This design comes from an exercise in tuning for small area on the open sky130 flow, not from production work.
Function was checked by simulation only, so behaviour that the tests miss may differ from the original.
No driver is modelled on the clock port, so clocking that relies on it looks cheaper here than on a real chip.
Power is estimated from default activity; no workload was simulated.

main:
==> module UART_Tx, before the edit <==
module UART_Tx(TransmittedSerialData,DoneTx,DataIn,CLK_Baudin,RstTx,NewData,Flag_in);
	localparam size = 32;
	input [size-1:0] DataIn;
	input CLK_Baudin, RstTx, NewData;
	input Flag_in;
	output TransmittedSerialData;
	output DoneTx;
	localparam [5:0] ST_IDLE  = 6'd0;
	localparam [5:0] ST_FIRST = 6'd3;    
	reg [5:0] counter;
	reg [36:0] ring;
	wire idle = ({counter[3], counter[2], counter[1], counter[0]} == 4'b0000);
	wire pend = ({counter[3], counter[2], counter[1], counter[0]} == 4'b0001);
	wire last = ({counter[3], counter[2], counter[1], counter[0]} == 4'b1000);
	wire inj  = ({counter[5], counter[4], counter[1], counter[0]} == 4'b0010);
	wire load = idle & NewData;
	wire Parity;
	paritygen parity1(.ip(ring[1]), .clk(CLK_Baudin), .rst(RstTx), .clr(load | pend),
	                  .hold(idle), .set(last), .setval(!Flag_in), .parity(Parity));
	always @(posedge CLK_Baudin or posedge RstTx) begin
		if (RstTx)
			counter <= ST_IDLE;
		else if (load | pend)
			counter <= ST_FIRST;
		else if (last & !Flag_in)
			counter <= ST_IDLE;
		else
			counter <= {counter[4:0], counter[5] ^ counter[0]};
	end
	localparam [36:0] INV = 37'h2_AAAA_AAA8;
	wire [36:0] ring_v = ring ^ INV;    
	always @(posedge CLK_Baudin) begin
		ring[36]    <= load | ring[0];
		ring[35:34] <= ring[36:35];
		ring[33:2]  <= (load ? DataIn : ring_v[34:3]) ^ INV[33:2];
		ring[1]     <= load ? 1'b0 : inj ? Parity : ring_v[2];
		ring[0]     <= load ? 1'b1 : inj ? Parity : ring[1];
	end
	assign TransmittedSerialData = ring[0] | idle;
	assign DoneTx = idle & Parity;
endmodule
export LEC_CHECK = 0
export CAP_MARGIN = 20
export CORE_MARGIN = 2
export CORE_UTILIZATION = 85
export PLACE_DENSITY = 0.92
export SLEW_MARGIN = 20
create_clock -name core_clock -period 5.0 [get_ports {clk}]
standard.sh (not shown) runs the stock make flow with config.mk's settings and CLKGATE_MAP_FILE= SYNTH_SCRIPT=/design/flow/synth_recipe.tcl, a recipe that flattens the netlist after the stock synthesis.
==> flow/flow/run.sh <==
#!/bin/bash
# The standard ORFS layout (the standard.sh, standard synthesis included),
# with the capture muxes swapped for a22o cells and the rest of the logic
# remapped for area by OpenROAD's restructure (flow/pre_floorplan.tcl,
# flow/post_floorplan.tcl),
# smaller port buffers, cells sized down after placement, and a small
# hand-built two-level clock tree (flow/pre_cts.tcl). Each ORFS step logs to
# orfs/logs/; make's own output goes to flow_make.log.
set -euo pipefail
python3 flow/filt_lib.py "$FLOW_HOME/platforms/sky130hd/lib/sky130_fd_sc_hd__tt_025C_1v80.lib" \
  "$PWD/rmp.lib" > filt_lib.log 2>&1
bash standard.sh \
  "RMP_LIB=$PWD/rmp.lib" \
  "BUFFER_PORTS_ARGS=-buffer_cell sky130_fd_sc_hd__buf_1" \
  "POST_RESIZE_TCL=$PWD/flow/post_resize.tcl" \
  "PRE_FLOORPLAN_TCL=$PWD/flow/pre_floorplan.tcl" \
  "POST_FLOORPLAN_TCL=$PWD/flow/post_floorplan.tcl" \
  "PRE_CTS_TCL=$PWD/flow/pre_cts.tcl" \
  "CTS_ARGS=-clk_nets clk -sink_clustering_enable -dont_use_dummy_load -buf_list sky130_fd_sc_hd__clkbuf_8" \
  finish > flow_make.log 2>&1
Other scripts of this flow, unchanged in this note and not shown: flow/flow/filt_lib.py, flow/flow/mtree.tcl, flow/flow/post_floorplan.tcl, flow/flow/post_resize.tcl, flow/flow/pre_cts.tcl, flow/flow/pre_floorplan.tcl
main finished all stages; the layout is clean.
The following lists how the feature branch was set up differently from main:
--- a/flow/design.v
+++ b/flow/design.v
@@ -41,11 +41,9 @@
 			counter <= {counter[4:0], counter[5] ^ counter[0]};
 	end
-	localparam [36:0] INV = 37'h2_AAAA_AAA8;
-	wire [36:0] ring_v = ring ^ INV;    
 	always @(posedge CLK_Baudin) begin
 		ring[36]    <= load | ring[0];
 		ring[35:34] <= ring[36:35];
-		ring[33:2]  <= (load ? DataIn : ring_v[34:3]) ^ INV[33:2];
-		ring[1]     <= load ? 1'b0 : inj ? Parity : ring_v[2];
+		ring[33:2]  <= load ? DataIn : ring[34:3];
+		ring[1]     <= load ? 1'b0 : inj ? Parity : ring[2];
 		ring[0]     <= load ? 1'b1 : inj ? Parity : ring[1];
 	end
--- outcome ---
The feature branch reports a higher total wirelength of the detailed-routed design than main does.
Highest attainable clock frequency, the feature branch and main: lower on the feature branch
The die extent in x in the feature branch was lower than what main gave.
Post-detailed-route wirelength per cell was higher in the run labelled the feature branch.
The final reports for the feature branch and main show cell depth of the worst flop-to-flop path lower in the former.

* * *

Another version of the RTL of uart_txrx (not shown whole).
Size: roughly 190 cells after synthesis, roughly 73 I/O pins.
==> module UART_Rx, before the edit <==
module UART_Rx(DataOut, DoneRx, SerialInputData, CLK_Baudin, RstRx, Flag_Rx, DoneTx);
	parameter size = 32;
	input SerialInputData;
	input CLK_Baudin, RstRx;
	input DoneTx;  
	output [size-1:0] DataOut;
	output DoneRx;
	output Flag_Rx;
	localparam [5:0] ST_IDLE  = 6'd0;
	localparam [5:0] ST_FIRST = 6'd9;
	reg count0, count1, count2, count3, count4, count5;
	wire [5:0] counter = {count5, count4, count3, count2, count1, count0};
	reg [size-1:0] shift_reg;
	reg good;
	wire idle  = ({counter[5], counter[2], counter[1], counter[0]} == 4'b0000);
	wire check = ({counter[3], counter[2], counter[1], counter[0]} == 4'b0100);
	always @(posedge CLK_Baudin or posedge RstRx) begin
		if (RstRx) begin
			good <= 1'b0;
		end else begin
			if (idle)
				good <= !SerialInputData;
			else if (!check)
				good <= good ^ SerialInputData;
		end
	end
	reg [5:0] counter_next;
	always @* begin
		if (idle)
			counter_next = SerialInputData ? ST_IDLE : ST_FIRST;
		else if (check)
			counter_next = ST_IDLE;
		else
			counter_next = {counter[4:0], counter[5] ^ counter[4]};
	end
	always @(posedge CLK_Baudin or posedge RstRx)
		if (RstRx) count0 <= 1'b0;
		else count0 <= counter_next[0];
	always @(posedge CLK_Baudin or posedge RstRx)
		if (RstRx) count1 <= 1'b0;
		else count1 <= counter_next[1];
	always @(posedge CLK_Baudin or posedge RstRx)
		if (RstRx) count2 <= 1'b0;
		else count2 <= counter_next[2];
	always @(posedge CLK_Baudin)
		count3 <= counter_next[3];
	always @(posedge CLK_Baudin)
		count4 <= counter_next[4];
	always @(posedge CLK_Baudin or posedge RstRx)
		if (RstRx) count5 <= 1'b0;
		else count5 <= counter_next[5];
	wire rotate = (!counter[0] & !counter[4] & !counter[5]);
	always @(posedge CLK_Baudin)
		shift_reg <= {rotate ? shift_reg[0] : SerialInputData, shift_reg[size-1:1]};
	assign DataOut = {shift_reg[size-3:0], shift_reg[size-1:size-2]};
	assign Flag_Rx = check & !good;
	assign DoneRx = idle & good;
endmodule
clock: 5.0 ns
lec_check: 0
cap_margin: 20
core_margin: 2
core_utilization: 70
place_density: 0.8
slew_margin: 20
Scripts as last shown in full above: flow/flow/run.sh
Other scripts of this flow, unchanged in this note and not shown: flow/flow/filt_lib.py, flow/flow/mtree.tcl, flow/flow/post_floorplan.tcl, flow/flow/post_resize.tcl, flow/flow/pre_cts.tcl, flow/flow/pre_floorplan.tcl
Then changed:
--- a/flow/design.v
+++ b/flow/design.v
@@ -63,7 +63,6 @@
 	localparam [5:0] ST_IDLE  = 6'd0;
 	localparam [5:0] ST_FIRST = 6'd9;
-	reg count0, count1, count2, count3, count4, count5;
-	wire [5:0] counter = {count5, count4, count3, count2, count1, count0};
-	reg [size-1:0] shift_reg;
+	reg [5:0] counter;
+	reg [size+1:0] shift_reg;
 	reg good;
 	wire idle  = ({counter[5], counter[2], counter[1], counter[0]} == 4'b0000);
@@ -71,6 +70,13 @@
 	always @(posedge CLK_Baudin or posedge RstRx) begin
 		if (RstRx) begin
+			counter <= ST_IDLE;
 			good <= 1'b0;
 		end else begin
+			if (idle)
+				counter <= SerialInputData ? ST_IDLE : ST_FIRST;
+			else if (check)
+				counter <= ST_IDLE;
+			else
+				counter <= {counter[4:0], counter[5] ^ counter[4]};
 			if (idle)
 				good <= !SerialInputData;
@@ -79,33 +85,7 @@
 		end
 	end
-	reg [5:0] counter_next;
-	always @* begin
-		if (idle)
-			counter_next = SerialInputData ? ST_IDLE : ST_FIRST;
-		else if (check)
-			counter_next = ST_IDLE;
-		else
-			counter_next = {counter[4:0], counter[5] ^ counter[4]};
-	end
-	always @(posedge CLK_Baudin or posedge RstRx)
-		if (RstRx) count0 <= 1'b0;
-		else count0 <= counter_next[0];
-	always @(posedge CLK_Baudin or posedge RstRx)
-		if (RstRx) count1 <= 1'b0;
-		else count1 <= counter_next[1];
-	always @(posedge CLK_Baudin or posedge RstRx)
-		if (RstRx) count2 <= 1'b0;
-		else count2 <= counter_next[2];
 	always @(posedge CLK_Baudin)
-		count3 <= counter_next[3];
-	always @(posedge CLK_Baudin)
-		count4 <= counter_next[4];
-	always @(posedge CLK_Baudin or posedge RstRx)
-		if (RstRx) count5 <= 1'b0;
-		else count5 <= counter_next[5];
-	wire rotate = (!counter[0] & !counter[4] & !counter[5]);
-	always @(posedge CLK_Baudin)
-		shift_reg <= {rotate ? shift_reg[0] : SerialInputData, shift_reg[size-1:1]};
-	assign DataOut = {shift_reg[size-3:0], shift_reg[size-1:size-2]};
+		shift_reg <= {SerialInputData, shift_reg[size+1:1]};
+	assign DataOut = shift_reg[size-1:0];
 	assign Flag_Rx = check & !good;
 	assign DoneRx = idle & good;
- clock power rose by about 2%
- setup slack gets worse by 0.080 ns
- critical path depth is unchanged
- global-route usage falls by 1.2 points
- maximum frequency goes down by 2.7%
- wire length rose by 4.2%
- clock skew is higher by 0.0052 ns

* * *

Another version of the RTL of uart_txrx (not shown whole).
For scale: roughly 200 cells after synthesis.
==> module paritygen, before the edit <==
module paritygen(ip, clk, rst, clr, hold, set, setval, parity);
	input ip, clk, rst, clr, hold, set, setval;
	output reg parity;
	always @(posedge clk or posedge rst)
		if (rst)
			parity <= 1'b0;
		else if (clr)
			parity <= 1'b0;
		else if (set)
			parity <= setval;
		else if (!hold)
			parity <= parity ^ ip;
endmodule
==> module UART_Tx, before the edit <==
module UART_Tx(TransmittedSerialData,DoneTx,DataIn,CLK_Baudin,RstTx,NewData,Flag_in);
	localparam size = 32;
	input [size-1:0] DataIn;
	input CLK_Baudin, RstTx, NewData;
	input Flag_in;
	output TransmittedSerialData;
	output DoneTx;
	localparam [5:0] ST_IDLE  = 6'd0;
	localparam [5:0] ST_FIRST = 6'd1;    
	reg [5:0] counter;
	reg [36:0] ring;
	wire idle = (counter[3:0] == 4'b0000);
	wire pend = (counter[3:0] == 4'b1000);
	wire last = ({counter[5], counter[2:0]} == 4'b0100);
	wire inj  = ({counter[5:3], counter[0]} == 4'b1001);
	wire load = idle & NewData;
	wire Parity;
	paritygen parity1(.ip(ring[1]), .clk(CLK_Baudin), .rst(RstTx), .clr(load | pend),
	                  .hold(idle), .set(last), .setval(!Flag_in), .parity(Parity));
	always @(posedge CLK_Baudin or posedge RstTx) begin
		if (RstTx)
			counter <= ST_IDLE;
		else if (load | pend)
			counter <= ST_FIRST;
		else if (last & !Flag_in)
			counter <= ST_IDLE;
		else
			counter <= {counter[4:0], counter[5] ^ counter[0]};
	end
	always @(posedge CLK_Baudin) begin
		ring[36]    <= load | ring[0];
		ring[35:34] <= ring[36:35];
		ring[33:2]  <= load ? DataIn : ring[34:3];
		ring[1]     <= load ? 1'b0 : inj ? Parity : ring[2];
		ring[0]     <= load ? 1'b1 : inj ? Parity : ring[1];
	end
	assign TransmittedSerialData = ring[0] | idle;
	assign DoneTx = idle & Parity;
endmodule
export LEC_CHECK = 0
export CAP_MARGIN = 20
export CORE_MARGIN = 2
export CORE_UTILIZATION = 40
export PLACE_DENSITY = 0.6
export SLEW_MARGIN = 20
create_clock -name core_clock -period 5.0 [get_ports {clk}]
Scripts as last shown in full above: flow/flow/run.sh
Other scripts of this flow, unchanged in this note and not shown: flow/flow/filt_lib.py, flow/flow/mtree.tcl, flow/flow/post_floorplan.tcl, flow/flow/post_resize.tcl, flow/flow/pre_cts.tcl, flow/flow/pre_floorplan.tcl
The baseline ran to the end with no violations.
Rerun with:
--- a/flow/design.v
+++ b/flow/design.v
@@ -1,14 +1,7 @@
-module paritygen(ip, clk, rst, clr, hold, set, setval, parity);
-	input ip, clk, rst, clr, hold, set, setval;
+module paritygen(ip, clk, clr, parity);
+	input ip, clk, clr;
 	output reg parity;
-	always @(posedge clk or posedge rst)
-		if (rst)
-			parity <= 1'b0;
-		else if (clr)
-			parity <= 1'b0;
-		else if (set)
-			parity <= setval;
-		else if (!hold)
-			parity <= parity ^ ip;
+	always @(posedge clk)
+		parity <= !clr & (parity ^ ip);
 endmodule
 module UART_Tx(TransmittedSerialData,DoneTx,DataIn,CLK_Baudin,RstTx,NewData,Flag_in);
@@ -18,5 +11,5 @@
 	input Flag_in;
 	output TransmittedSerialData;
-	output DoneTx;
+	output reg DoneTx;
 	localparam [5:0] ST_IDLE  = 6'd0;
 	localparam [5:0] ST_FIRST = 6'd1;    
@@ -29,15 +22,21 @@
 	wire load = idle & NewData;
 	wire Parity;
-	paritygen parity1(.ip(ring[1]), .clk(CLK_Baudin), .rst(RstTx), .clr(load | pend),
-	                  .hold(idle), .set(last), .setval(!Flag_in), .parity(Parity));
+	paritygen parity1(.ip(ring[1]), .clk(CLK_Baudin), .clr(idle | pend), .parity(Parity));
 	always @(posedge CLK_Baudin or posedge RstTx) begin
-		if (RstTx)
+		if (RstTx) begin
 			counter <= ST_IDLE;
-		else if (load | pend)
-			counter <= ST_FIRST;
-		else if (last & !Flag_in)
-			counter <= ST_IDLE;
-		else
-			counter <= {counter[4:0], counter[5] ^ counter[0]};
+			DoneTx <= 1'b0;
+		end else begin
+			if (load | pend)
+				counter <= ST_FIRST;
+			else if (last & !Flag_in)
+				counter <= ST_IDLE;
+			else
+				counter <= {counter[4:0], counter[5] ^ counter[0]};
+			if (load)
+				DoneTx <= 1'b0;
+			else if (last)
+				DoneTx <= !Flag_in;
+		end
 	end
 	always @(posedge CLK_Baudin) begin
@@ -49,5 +48,4 @@
 	end
 	assign TransmittedSerialData = ring[0] | idle;
-	assign DoneTx = idle & Parity;
 endmodule
 module UART_Rx(DataOut, DoneRx, SerialInputData, CLK_Baudin, RstRx, Flag_Rx, DoneTx);
Clock power hardly moves. Flip-flop and latch count is higher by 1. Core utilization hardly moves. Sequential share of layout area goes up by 0.37 points. Fmax goes down by 3.5%. Total power goes down by 13%. Sequential power decreases by 12%. Area after synthesis hardly moves.

* * *

The RTL this note starts from:
==> flow/design.v <==
module paritygen(ip, clk, clr, parity);
	input ip, clk, clr;
	output reg parity;
	always @(posedge clk)
		parity <= !clr & (parity ^ ip);
endmodule
module UART_Tx(TransmittedSerialData,DoneTx,DataIn,CLK_Baudin,RstTx,NewData,Flag_in);
	localparam size = 32;
	input [size-1:0] DataIn;
	input CLK_Baudin, RstTx, NewData;
	input Flag_in;
	output TransmittedSerialData;
	output reg DoneTx;
	localparam [5:0] ST_IDLE  = 6'd0;
	localparam [5:0] ST_FIRST = 6'd1;    
	reg [5:0] counter;
	reg [36:0] ring;
	wire idle = (counter[3:0] == 4'b0000);
	wire pend = (counter[3:0] == 4'b1000);
	wire last = ({counter[5], counter[2:0]} == 4'b0100);
	wire inj  = ({counter[5:3], counter[0]} == 4'b1001);
	wire load = idle & NewData;
	wire Parity;
	paritygen parity1(.ip(ring[1]), .clk(CLK_Baudin), .clr(idle | pend), .parity(Parity));
	always @(posedge CLK_Baudin or posedge RstTx) begin
		if (RstTx) begin
			counter <= ST_IDLE;
			DoneTx <= 1'b0;
		end else begin
			if (load | pend)
				counter <= ST_FIRST;
			else if (last & !Flag_in)
				counter <= ST_IDLE;
			else
				counter <= {counter[4:0], counter[5] ^ counter[0]};
			if (load)
				DoneTx <= 1'b0;
			else if (last)
				DoneTx <= !Flag_in;
		end
	end
	always @(posedge CLK_Baudin) begin
		ring[36]    <= load | ring[0];
		ring[35:34] <= ring[36:35];
		ring[33:2]  <= load ? DataIn : ring[34:3];
		ring[1]     <= load ? 1'b0 : inj ? Parity : ring[2];
		ring[0]     <= load ? 1'b1 : inj ? Parity : ring[1];
	end
	assign TransmittedSerialData = ring[0] | idle;
endmodule
module UART_Rx(DataOut, DoneRx, SerialInputData, CLK_Baudin, RstRx, Flag_Rx, DoneTx);
	parameter size = 32;
	input SerialInputData;
	input CLK_Baudin, RstRx;
	input DoneTx;  
	output [size-1:0] DataOut;
	output DoneRx;
	output Flag_Rx;
	localparam [5:0] ST_IDLE  = 6'd0;
	localparam [5:0] ST_FIRST = 6'd1;
	reg [5:0] counter;
	reg [size+1:0] shift_reg;
	reg good;
	wire idle  = (counter[2:0] == 3'b000);
	wire check = ({counter[5:3], counter[0]} == 4'b1001);
	always @(posedge CLK_Baudin or posedge RstRx) begin
		if (RstRx) begin
			counter <= ST_IDLE;
			good <= 1'b0;
		end else begin
			if (idle)
				counter <= SerialInputData ? ST_IDLE : ST_FIRST;
			else if (check)
				counter <= ST_IDLE;
			else
				counter <= {counter[4:0], counter[5] ^ counter[0]};
			if (idle)
				good <= !SerialInputData;
			else if (!check)
				good <= good ^ SerialInputData;
		end
	end
	always @(posedge CLK_Baudin)
		shift_reg <= {SerialInputData, shift_reg[size+1:1]};
	assign DataOut = shift_reg[size-1:0];
	assign Flag_Rx = check & !good;
	assign DoneRx = idle & good;
endmodule
module uart_txrx (
    input  wire        clk,        
    input  wire        rst,        
    input  wire [31:0] tx_data,    
    input  wire        tx_start,   
    input  wire        tx_retry,   
    output wire        txd,        
    output wire        tx_done,    
    input  wire        rxd,        
    output wire [31:0] rx_data,    
    output wire        rx_done,    
    output wire        rx_error    
);
    UART_Tx u_tx (
        .TransmittedSerialData(txd),
        .DoneTx(tx_done),
        .DataIn(tx_data),
        .CLK_Baudin(clk),
        .RstTx(rst),
        .NewData(tx_start),
        .Flag_in(tx_retry)
    );
    UART_Rx u_rx (
        .DataOut(rx_data),
        .DoneRx(rx_done),
        .SerialInputData(rxd),
        .CLK_Baudin(clk),
        .RstRx(rst),
        .Flag_Rx(rx_error),
        .DoneTx(tx_done)
    );
endmodule
clock: 5.0 ns
lec_check: 0
cap_margin: 20
core_margin: 2
core_utilization: 40
place_density: 0.6
slew_margin: 20
==> flow/flow/run.sh <==
#!/bin/bash
# The standard ORFS layout (the standard.sh, standard synthesis included),
# with smaller port buffers, cells sized down after placement, and a clock
# tree without dummy loads. Each ORFS step logs to orfs/logs/; make's own
# output goes to flow_make.log.
set -euo pipefail
bash standard.sh \
  "BUFFER_PORTS_ARGS=-buffer_cell sky130_fd_sc_hd__buf_1" \
  "POST_RESIZE_TCL=$PWD/flow/post_resize.tcl" \
  "CTS_ARGS=-sink_clustering_enable -repair_clock_nets -dont_use_dummy_load -buf_list sky130_fd_sc_hd__clkbuf_8" \
  finish > flow_make.log 2>&1
==> flow/flow/post_resize.tcl <==
# After the standard placement resize: size cells down where timing allows
# (power recovery), then repair any slew or capacitance the downsizing broke.
log_cmd repair_timing -recover_power 100 -verbose
log_cmd repair_design -verbose
The first run went through all stages and came out clean.
Next try:
--- a/flow/design.v
+++ b/flow/design.v
@@ -1,17 +1,24 @@
-module paritygen(ip, clk, clr, parity);
-	input ip, clk, clr;
+module paritygen(ip, clk, rst, clr, hold, set, setval, parity);
+	input ip, clk, rst, clr, hold, set, setval;
 	output reg parity;
-	always @(posedge clk)
-		parity <= !clr & (parity ^ ip);
+	always @(posedge clk or posedge rst)
+		if (rst)
+			parity <= 1'b0;
+		else if (clr)
+			parity <= 1'b0;
+		else if (set)
+			parity <= setval;
+		else if (!hold)
+			parity <= parity ^ ip;
 endmodule
 module UART_Tx(TransmittedSerialData,DoneTx,DataIn,CLK_Baudin,RstTx,NewData,Flag_in);
 	localparam size = 32;
 	input [size-1:0] DataIn;
 	input CLK_Baudin, RstTx, NewData;
 	input Flag_in;
 	output TransmittedSerialData;
-	output reg DoneTx;
+	output DoneTx;
 	localparam [5:0] ST_IDLE  = 6'd0;
 	localparam [5:0] ST_FIRST = 6'd1;    
 	reg [5:0] counter;
 	reg [36:0] ring;
@@ -20,25 +27,19 @@
 	wire last = ({counter[5], counter[2:0]} == 4'b0100);
 	wire inj  = ({counter[5:3], counter[0]} == 4'b1001);
 	wire load = idle & NewData;
 	wire Parity;
-	paritygen parity1(.ip(ring[1]), .clk(CLK_Baudin), .clr(idle | pend), .parity(Parity));
+	paritygen parity1(.ip(ring[1]), .clk(CLK_Baudin), .rst(RstTx), .clr(load | pend),
+	                  .hold(idle), .set(last), .setval(!Flag_in), .parity(Parity));
 	always @(posedge CLK_Baudin or posedge RstTx) begin
-		if (RstTx) begin
+		if (RstTx)
 			counter <= ST_IDLE;
-			DoneTx <= 1'b0;
-		end else begin
-			if (load | pend)
-				counter <= ST_FIRST;
-			else if (last & !Flag_in)
-				counter <= ST_IDLE;
-			else
-				counter <= {counter[4:0], counter[5] ^ counter[0]};
-			if (load)
-				DoneTx <= 1'b0;
-			else if (last)
-				DoneTx <= !Flag_in;
-		end
+		else if (load | pend)
+			counter <= ST_FIRST;
+		else if (last & !Flag_in)
+			counter <= ST_IDLE;
+		else
+			counter <= {counter[4:0], counter[5] ^ counter[0]};
 	end
 	always @(posedge CLK_Baudin) begin
 		ring[36]    <= load | ring[0];
 		ring[35:34] <= ring[36:35];
@@ -46,8 +47,9 @@
 		ring[1]     <= load ? 1'b0 : inj ? Parity : ring[2];
 		ring[0]     <= load ? 1'b1 : inj ? Parity : ring[1];
 	end
 	assign TransmittedSerialData = ring[0] | idle;
+	assign DoneTx = idle & Parity;
 endmodule
 module UART_Rx(DataOut, DoneRx, SerialInputData, CLK_Baudin, RstRx, Flag_Rx, DoneTx);
 	parameter size = 32;
 	input SerialInputData;
Outcome: Design area is higher by 0.55%. Routed wire length decreases by 4.5%. First-iteration DRC count came out lower by 48%. Non-clock buffer count rises by 1. Power is lower by 8.5%. Count of clock-buffer cells in the layout does not change. Die area barely changes. Setup slack improves by 0.069 ns. Global-route usage drops by 0.30 points. Register-to-register slack improved by 0.05 ns. Area after synthesis is about the same.

## port drivers added, routing unchanged
In the flow no input, the clock included, has a driving cell. The finished layouts below were timed again as built, in two steps. Step 1 sets driving cells, clkbuf_16 on the clock port and buf_2 on the other inputs (assumed; they add their load-dependent delay and slew). Step 2 moves the port delays by t, midway between the first and last clock arrival at a register: inputs arrive t later, outputs are due t later. That takes back most of the time a late clock gives input paths. a / b / c = no drivers / after step 1 / after step 2; a / b = the first two.
| run | t (ns) | setup slack, ns | worst setup path at the end | latest minus earliest clock arrival (ns) | pins driven straight from the clock port |
|---|---|---|---|---|---|
| main | 0.661 | 1.746 / 1.722 / 2.383 | register to output | 0.016 / 0.016 | 1 |
| the feature branch | 0.641 | 1.704 / 1.680 / 1.868 | input to register | 0.015 / 0.015 | 1 |
| the first run of note 2 | 0.454 | 2.119 / 2.095 / 2.452 | input to register | 0.012 / 0.012 | 1 |
| the second run of note 2 | 0.463 | 2.038 / 2.013 / 2.432 | input to register | 0.017 / 0.018 | 1 |
| the first run of note 3 | 0.488 | 2.167 / 2.140 / 2.124 | input to register | 0.012 / 0.012 | 1 |
| the second run of note 3 | 0.489 | 2.065 / 2.038 / 2.077 | input to register | 0.008 / 0.008 | 1 |
| the first run of note 4 | 0.364 | 2.372 / 2.343 / 2.679 | input to register | 0.016 / 0.016 | 1 |
| the second run of note 4 | 0.360 | 2.441 / 2.413 / 2.505 | input to register | 0.025 / 0.024 | 1 |
After both steps every run listed still meets setup and hold. The setup slack of the first run of note 3, which loses most, moves by -0.027 ns with the drivers and by -0.043 ns with both steps.
